This is an optimization exercise on Yosys and OpenROAD, whose aim is small area and a short achievable clock period, not a production implementation.
In this exercise RTL edits were held to simulation tests only and were not proved equivalent to the original.
The clock input has no modelled driver; a real chip could not lean on it and would need a root buffer or a full tree.
Power figures rest on the tool's default switching activity, not on a simulated workload.

==> inputs of run C <==
// TM_ALU
module TM_ALU (clk, reset, AvgTxLen, InstExed, CurTxLen, AvgTxLen_new, InstExed_new);
Settings: LEC_CHECK=0, CAP_MARGIN=20, CORE_MARGIN=2, CORE_UTILIZATION=60, SLEW_MARGIN=20, SYNTH_HIERARCHICAL=1; clock period 27.0 ns.
standard.sh (not shown) runs the stock make flow with config.mk's settings and CLKGATE_MAP_FILE= SYNTH_SCRIPT=/design/flow/synth_recipe.tcl, a recipe that flattens the netlist after the stock synthesis.
==> flow/flow/run.sh <==
#!/bin/bash
set -euo pipefail
export BUFFER_PORTS_ARGS="-buffer_cell sky130_fd_sc_hd__buf_1"
export POST_CTS_TCL="$(pwd)/flow/cts_post.tcl"
export CLKTREE_N=${CLKTREE_N:-4}
export CLKTREE_BUF=${CLKTREE_BUF:-sky130_fd_sc_hd__clkbuf_16}
bash standard.sh > standard_flow.log 2>&1
==> flow/flow/cts_post.tcl <==
set block [ord::get_db_block]
set nbuf $::env(CLKTREE_N)
set bufm [[ord::get_db] findMaster $::env(CLKTREE_BUF)]
set clkport [$block findBTerm clk]
set clknet [$clkport getNet]
# collect the flip-flop clock pins and the clock-tree cells below the port
set sinks {}
set tree {}
set todo [list $clknet]
while {[llength $todo]} {
  set net [lindex $todo 0]; set todo [lrange $todo 1 end]
  foreach it [$net getITerms] {
    if {[$it isOutputSignal]} continue
    set inst [$it getInst]
    set mname [[$inst getMaster] getName]
    if {[string match "*dfxtp*" $mname]} {
      lappend sinks $it
    } else {
      lappend tree $inst
      foreach ot [$inst getITerms] {
        if {[$ot isOutputSignal] && [$ot getNet] ne "NULL"} { lappend todo [$ot getNet] }
      }
    }
  }
}
puts "clock tree: [llength $sinks] sinks, [llength $tree] tree cells"
# remove the old tree
set oldnets {}
foreach inst $tree {
  foreach ot [$inst getITerms] {
    if {[$ot isOutputSignal] && [$ot getNet] ne "NULL"} { lappend oldnets [$ot getNet] }
  }
}
foreach it $sinks { $it disconnect }
foreach inst $tree { odb::dbInst_destroy $inst }
foreach net [lsort -unique $oldnets] { if {$net ne $clknet} { odb::dbNet_destroy $net } }
# k-means on the flip-flop locations
set pts {}
foreach it $sinks {
  set b [[$it getInst] getBBox]
  lappend pts [list [expr {([$b xMin]+[$b xMax])/2.0}] [expr {([$b yMin]+[$b yMax])/2.0}]]
}
set n [llength $pts]
set cent {}
set sorted [lsort -real -index 0 $pts]
for {set k 0} {$k < $nbuf} {incr k} {
  lappend cent [lindex $sorted [expr {int(($k + 0.5) * $n / $nbuf)}]]
}
for {set iter 0} {$iter < 30} {incr iter} {
  set asg {}
  foreach p $pts {
    set best 0; set bd 1e30
    for {set k 0} {$k < $nbuf} {incr k} {
      set c [lindex $cent $k]
      set d [expr {abs([lindex $p 0]-[lindex $c 0]) + abs([lindex $p 1]-[lindex $c 1])}]
      if {$d < $bd} { set bd $d; set best $k }
    }
    lappend asg $best
  }
  set newc {}
  for {set k 0} {$k < $nbuf} {incr k} {
    set sx 0; set sy 0; set m 0
    foreach p $pts a $asg { if {$a == $k} { set sx [expr {$sx+[lindex $p 0]}]; set sy [expr {$sy+[lindex $p 1]}]; incr m } }
    if {$m} { lappend newc [list [expr {$sx/$m}] [expr {$sy/$m}]] } else { lappend newc [lindex $cent $k] }
  }
  set cent $newc
}
for {set k 0} {$k < $nbuf} {incr k} {
  set inst [odb::dbInst_create $block $bufm "clkbuf_one_$k"]
  set net [odb::dbNet_create $block "clknet_one_$k"]
  $net setSigType CLOCK
  [$inst findITerm A] connect $clknet
  [$inst findITerm X] connect $net
  set c [lindex $cent $k]
  $inst setLocation [expr {int([lindex $c 0])}] [expr {int([lindex $c 1])}]
  $inst setPlacementStatus PLACED
  set m 0
  foreach it $sinks a $asg { if {$a == $k} { $it connect $net; incr m } }
  puts "clkbuf_one_$k: $m sinks"
}
detailed_placement
check_placement -verbose
estimate_parasitics -placement
report_clock_skew
==> run A: changes against run C <==
==> flow/flow/run.sh (replaced) <==
#!/bin/bash
set -euo pipefail
export BUFFER_PORTS_ARGS="-buffer_cell sky130_fd_sc_hd__buf_1"
export POST_CTS_TCL="$(pwd)/flow/cts_post.tcl"
export CLKTREE_N=${CLKTREE_N:-3}
export CLKTREE_BUF=${CLKTREE_BUF:-sky130_fd_sc_hd__clkbuf_16}
bash standard.sh > standard_flow.log 2>&1
- CORE_UTILIZATION: 60 -> 40
==> run K: changes against run C <==
==> flow/flow/run.sh (replaced) <==
#!/bin/bash
set -euo pipefail
export BUFFER_PORTS_ARGS="-buffer_cell sky130_fd_sc_hd__buf_1"
bash standard.sh > standard_flow.log 2>&1
- CORE_UTILIZATION: 60 -> 40
- CTS_BUF_LIST: not set -> sky130_fd_sc_hd__clkbuf_8
- CTS_CLUSTER_DIAMETER: not set -> 100
- CTS_CLUSTER_SIZE: not set -> 30
removed: flow/flow/cts_post.tcl
==> run M: changes against run C <==
==> flow/flow/run.sh (replaced) <==
#!/bin/bash
set -euo pipefail
export BUFFER_PORTS_ARGS="-buffer_cell sky130_fd_sc_hd__buf_1"
bash standard.sh > standard_flow.log 2>&1
- CORE_UTILIZATION: 60 -> 40
- CTS_BUF_LIST: not set -> sky130_fd_sc_hd__clkbuf_16
- CTS_CLUSTER_DIAMETER: not set -> 500
- CTS_CLUSTER_SIZE: not set -> 100
removed: flow/flow/cts_post.tcl
==> results.txt <==
- Clock skew, highest first: run C, run A, run K, run M.
- In non-clock buffer count, run K and run M do not differ.
- Between run C and run M, the lower via count is in run C (gap about 2.2%, measured against run M).
- Total power: run M > run K > run C > run A.
- Run M completed with no timing, DRC or antenna violations. Run A passed the timing, DRC and antenna checks. Run C went through all stages and came out clean. Run K finished clean.
- Setup slack: run C > run A > run M > run K.
==> figures <==
Detailed-route wire length: run A 4590 um; run M 4710 um; run C 4470 um; run K 4770 um
Critical path's largest stage delay: run A 0.33 ns; run M 0.31 ns; run C 0.32 ns; run K 0.32 ns
Flop pwr share: run A 44.6%; run M 37.2%; run C 43.9%; run K 39.8%
Total track usage: run A 9.77%; run M 10.5%; run C 14.0%; run K 10.6%
Cell Area, Placed: run A 4010 sq um; run M 4010 sq um; run C 3940 sq um; run K 4010 sq um
Run status: run A no timing/DRC/antenna violations; run M no timing/DRC/antenna violations; run C no timing/DRC/antenna violations; run K no timing/DRC/antenna violations
Met3 Track Usage GR: run A 2.14%; run M 2.55%; run C 2.87%; run K 3.59%
Clock slew at the register clock pins of the worst setup and hold paths: run A 0.12 ns; run M 0.06 ns; run C 0.10 ns; run K 0.09 ns
Global-route wire length before repair: run A 8110 um; run M 8340 um; run C 8000 um; run K 8340 um
Post-layout nets: run A 388; run M 394; run C 389; run K 394
Power consumed by combinational cells: run A 0.171 mW; run M 0.170 mW; run C 0.171 mW; run K 0.170 mW
Number of cells in the finished layout apart from fillers: run A 474; run M 486; run C 423; run K 486
In run C and run A the design's own scripts or RTL, not TritonCTS, make the clock network.

[afterwards: timing with drivers on the ports]
The results above use ideal ports. As a check the final layouts listed here were re-extracted and re-timed, cells and wires unchanged. Step 1: set_driving_cell puts a clkbuf_16 on clk and a buf_2 on each other input, an assumption about the parent block. Step 2 times the ports against the registers' clock, not the clock port: input delays grow and output delays shrink by t, the midpoint of the rising clock arrivals with the driver on. Three values: no drivers, after step 1, after step 2; two values: the first two.
run	t, ns	slack for setup (ns)	worst setup path after step 2	latest minus earliest clock arrival (ns)	pins driven straight from the clock port
run C	0.218	20.976 / 20.905 / 21.123	register to output	0.026 / 0.026	4
run A	0.229	20.952 / 20.889 / 21.118	register to output	0.019 / 0.020	3
run K	0.377	20.784 / 20.754 / 21.131	register to output	0.013 / 0.013	1
run M	0.359	20.817 / 20.782 / 21.142	register to output	0.007 / 0.007	1
After both steps setup and hold are still met in every run listed.
